This is an optimization exercise on Yosys and OpenROAD, whose aim is small area, not a production implementation.
In this exercise RTL edits were held to simulation tests only and were not proved equivalent to the original.
No activity file was given, so power comes from the tool's default toggle rates.

// Single_cycle_CPU
module Single_cycle_CPU(Clk,Clrn,Inst,Date_out,PC,We,R,Date_in,X,Y);
    input  [31:0] Inst,Date_out;
    input         Clk,Clrn;
    output        We;
    output [31:0] R,Date_in,PC,X,Y;
    wire aluqb, se, wreg, regrt, wmem, lw, sub, lg, lgo, j, br, bne;
    controlUnit cu(Inst[31:26], Inst[5:0], aluqb, se, wreg, regrt, wmem, lw, sub, lg, lgo, j, br, bne);
    wire [31:0] qa, qb, y, r;
    wire        z;
    wire aluqbn = ~aluqb;
    wire sx = aluqb & se & Inst[15];
    genvar k;
    generate
        for (k = 0; k < 16; k = k + 1) begin : ylo
            G_A22O u(Inst[k], aluqb, qb[k], aluqbn, y[k]);
        end
        for (k = 16; k < 32; k = k + 1) begin : yhi
            G_A21O u(qb[k], aluqbn, sx, y[k]);
        end
    endgenerate
    ALU alu(qa, y, sub, lg, ~lg, lgo, ~lgo, r, z);
    wire lwn = ~lw;
    wire [31:0] d;
    generate
        for (k = 0; k < 32; k = k + 1) begin : dm
            G_A22O u(Date_out[k], lw, r[k], lwn, d[k]);
        end
    endgenerate
    wire [4:0] wr = regrt ? Inst[20:16] : Inst[15:11];
    Regfilee rf(Inst[25:21], Inst[20:16], d, wr, wreg, Clk, Clrn, qa, qb);
    reg  [31:2] pc;
    wire [31:2] npc;
    wire taken = br & (z ^ bne);
    NPC un(pc, Inst[15:0], Inst[25:0], j, taken, npc);
    always @(posedge Clk or negedge Clrn)
        if (!Clrn) pc <= 30'b0;
        else       pc <= npc;
    assign PC      = {pc, 2'b00};
    assign We      = wmem;
    assign R       = r;
    assign X       = qa;
    assign Y       = y;
    assign Date_in = qb;
endmodule
==> module NPC, before the edit <==
module NPC(pc,imm,ji,j,taken,npc);
    input  [29:0] pc;
    input  [15:0] imm;
    input  [25:0] ji;
    input         j,taken;
    output [29:0] npc;
    wire [29:0] p4;
    wire [30:0] ci;
    G_INV u0(pc[0], p4[0]);
    assign ci[1] = pc[0];
    genvar k;
    generate
        for (k = 1; k < 30; k = k + 1) begin : inc
            G_HA u(pc[k], ci[k], p4[k], ci[k+1]);
        end
    endgenerate
    wire [15:0] bt;
    wire [16:0] bc;
    G_HA b0(p4[0], imm[0], bt[0], bc[1]);
    generate
        for (k = 1; k < 16; k = k + 1) begin : lo
            G_FA u(p4[k], imm[k], bc[k], bt[k], bc[k+1]);
        end
    endgenerate
    wire [29:16] hi_inc, hi_dec;
    wire [30:16] ic, nb;      
    assign ic[16] = 1'b1;
    G_INV ui(p4[16], hi_inc[16]);
    assign ic[17] = p4[16];
    G_INV ud(p4[16], hi_dec[16]);
    assign nb[17] = p4[16];
    generate
        for (k = 17; k < 30; k = k + 1) begin : hi
            G_HA   u(p4[k], ic[k], hi_inc[k], ic[k+1]);
            G_XNOR2 d(p4[k], nb[k], hi_dec[k]);
            if (k < 29) begin : o
                G_OR2 b(p4[k], nb[k], nb[k+1]);
            end
        end
    endgenerate
    wire s_inc = bc[16] & ~imm[15];
    wire s_dec = ~bc[16] & imm[15];
    wire s_same = ~(bc[16] ^ imm[15]);
    wire ntj = ~j & ~taken;
    generate
        for (k = 0; k < 16; k = k + 1) begin : nlo
            wire t;
            G_A222OI u(ji[k], j, bt[k], taken, p4[k], ntj, t);
            G_INV    v(t, npc[k]);
        end
        for (k = 16; k < 30; k = k + 1) begin : nhi
            wire t, up;
            G_A222OI u(hi_inc[k], s_inc, hi_dec[k], s_dec, p4[k], s_same, t);
            G_INV    w(t, up);
            if (k < 26) begin : jj
                wire t2;
                G_A222OI x(ji[k], j, up, taken, p4[k], ntj, t2);
                G_INV    v(t2, npc[k]);
            end else begin : nj
                G_MUX2   x(p4[k], up, taken, npc[k]);
            end
        end
    endgenerate
endmodule
Settings: LEC_CHECK=0, CAP_MARGIN=20, CORE_MARGIN=2, CORE_UTILIZATION=50, SETUP_SLACK_MARGIN=0.3, SLEW_MARGIN=20, SYNTH_HIERARCHICAL=1; clock period 13.0 ns.
standard.sh (not shown) runs the stock make flow with config.mk's settings and CLKGATE_MAP_FILE= SYNTH_SCRIPT=/design/flow/synth_recipe.tcl, a recipe that flattens the netlist after the stock synthesis.
==> flow/flow/run.sh <==
#!/bin/bash
# Layout flow: the standard flow (standard synthesis included), with
#  - one sky130_fd_sc_hd__buf_1 on each input and output port instead of the
#    default port buffer cell;
#  - clock tree synthesis without dummy loads, with sinks clustered in
#    groups of up to 20 within 150 um.
# make's full output goes to make_finish.log in the work folder; ORFS keeps
# each step's log under orfs/logs/.
set -euo pipefail
bash standard.sh \
  'BUFFER_PORTS_ARGS=-buffer_cell sky130_fd_sc_hd__buf_1' \
  'CTS_ARGS=-sink_clustering_enable -repair_clock_nets -dont_use_dummy_load -sink_clustering_size 20 -sink_clustering_max_diameter 150' \
  finish > make_finish.log 2>&1
Next try:
--- a/flow/design.v
+++ b/flow/design.v
@@ -73,13 +73,13 @@
     input  [25:0] ji;
     input         j,taken;
     output [29:0] npc;
-    wire [29:0] p4;
-    wire [30:0] ci;
+    genvar k;
+    wire [15:0] p4;
+    wire [16:0] ci;
     G_INV u0(pc[0], p4[0]);
     assign ci[1] = pc[0];
-    genvar k;
-    generate
-        for (k = 1; k < 30; k = k + 1) begin : inc
+    generate
+        for (k = 1; k < 16; k = k + 1) begin : inc
             G_HA u(pc[k], ci[k], p4[k], ci[k+1]);
         end
     endgenerate
@@ -93,24 +93,28 @@
     endgenerate
     wire [29:16] hi_inc, hi_dec;
     wire [30:16] ic, nb;      
-    assign ic[16] = 1'b1;
-    G_INV ui(p4[16], hi_inc[16]);
-    assign ic[17] = p4[16];
-    G_INV ud(p4[16], hi_dec[16]);
-    assign nb[17] = p4[16];
+    G_INV ui(pc[16], hi_inc[16]);
+    assign hi_dec[16] = hi_inc[16];
+    assign ic[17] = pc[16];
+    assign nb[17] = pc[16];
     generate
         for (k = 17; k < 30; k = k + 1) begin : hi
-            G_HA   u(p4[k], ic[k], hi_inc[k], ic[k+1]);
-            G_XNOR2 d(p4[k], nb[k], hi_dec[k]);
+            G_HA    u(pc[k], ic[k], hi_inc[k], ic[k+1]);
+            G_XNOR2 d(pc[k], nb[k], hi_dec[k]);
             if (k < 29) begin : o
-                G_OR2 b(p4[k], nb[k], nb[k+1]);
-            end
-        end
-    endgenerate
-    wire s_inc = bc[16] & ~imm[15];
-    wire s_dec = ~bc[16] & imm[15];
-    wire s_same = ~(bc[16] ^ imm[15]);
-    wire ntj = ~j & ~taken;
+                G_OR2 b(pc[k], nb[k], nb[k+1]);
+            end
+        end
+    endgenerate
+    wire cy    = ci[16] | bc[16];
+    wire b_inc = cy & ~imm[15];
+    wire b_dec = ~cy & imm[15];
+    wire s_inc = taken ? b_inc : ci[16];     
+    wire s_dec = taken & b_dec;
+    wire s_pc  = ~(s_inc | s_dec);
+    wire t_inc = ~j & s_inc;                 
+    wire t_pc  = ~j & s_pc;
+    wire ntj   = ~j & ~taken;
     generate
         for (k = 0; k < 16; k = k + 1) begin : nlo
             wire t;
@@ -118,15 +122,15 @@
             G_INV    v(t, npc[k]);
         end
         for (k = 16; k < 30; k = k + 1) begin : nhi
-            wire t, up;
-            G_A222OI u(hi_inc[k], s_inc, hi_dec[k], s_dec, p4[k], s_same, t);
-            G_INV    w(t, up);
+            wire t;
             if (k < 26) begin : jj
                 wire t2;
-                G_A222OI x(ji[k], j, up, taken, p4[k], ntj, t2);
-                G_INV    v(t2, npc[k]);
+                G_A222OI u(hi_inc[k], t_inc, hi_dec[k], s_dec, pc[k], t_pc, t);
+                G_NAND2  w(ji[k], j, t2);
+                G_NAND2  v(t, t2, npc[k]);
             end else begin : nj
-                G_MUX2   x(p4[k], up, taken, npc[k]);
+                G_A222OI u(hi_inc[k], s_inc, hi_dec[k], s_dec, pc[k], s_pc, t);
+                G_INV    v(t, npc[k]);
             end
         end
     endgenerate
=>
- The new run produced a clean layout
- routed wire length barely changes
- combinational power fell by about 2%
- sequential share of layout area rose by 0.31 points
- final area fell by 0.69%
- count of clock-buffer cells in the layout does not change
- via count fell by 0.67%
- die area fell by 0.67%
- first-iteration DRC count rose by 0.42%

-- afterwards: timing with drivers on the ports --
How much do the figures lean on ideal ports? The routed layouts below were timed once more, with nothing changed but the port constraints.
Step 1 (the two cells are an assumption about what drives the block):
set clk [get_ports {Clk}]
set_driving_cell -lib_cell sky130_fd_sc_hd__clkbuf_16 $clk
set_driving_cell -lib_cell sky130_fd_sc_hd__buf_2 [delete_from_list [all_inputs] $clk]
Step 2 moves the port delays by t, midway between the first and last clock arrival at a register: inputs arrive t later, outputs are due t later. That takes back most of the time a late clock gives input paths.
Slacks: ideal / step 1 / step 2; pairs: ideal / step 1.
run	t, ns	setup WS [ns]	hold slack, ns	slew at the worst register clock pin (ns)
the first run	0.730	0.377 / 0.345 / 0.250	0.472 / 0.472 / 0.472	0.09 / 0.09
the second run	0.732	0.656 / 0.628 / 0.419	0.470 / 0.470 / 0.470	0.11 / 0.11
After both steps setup and hold are still met in every run listed. For the second run, which loses most, drivers alone change the setup slack by -0.028 ns; drivers and shift together by -0.237 ns.
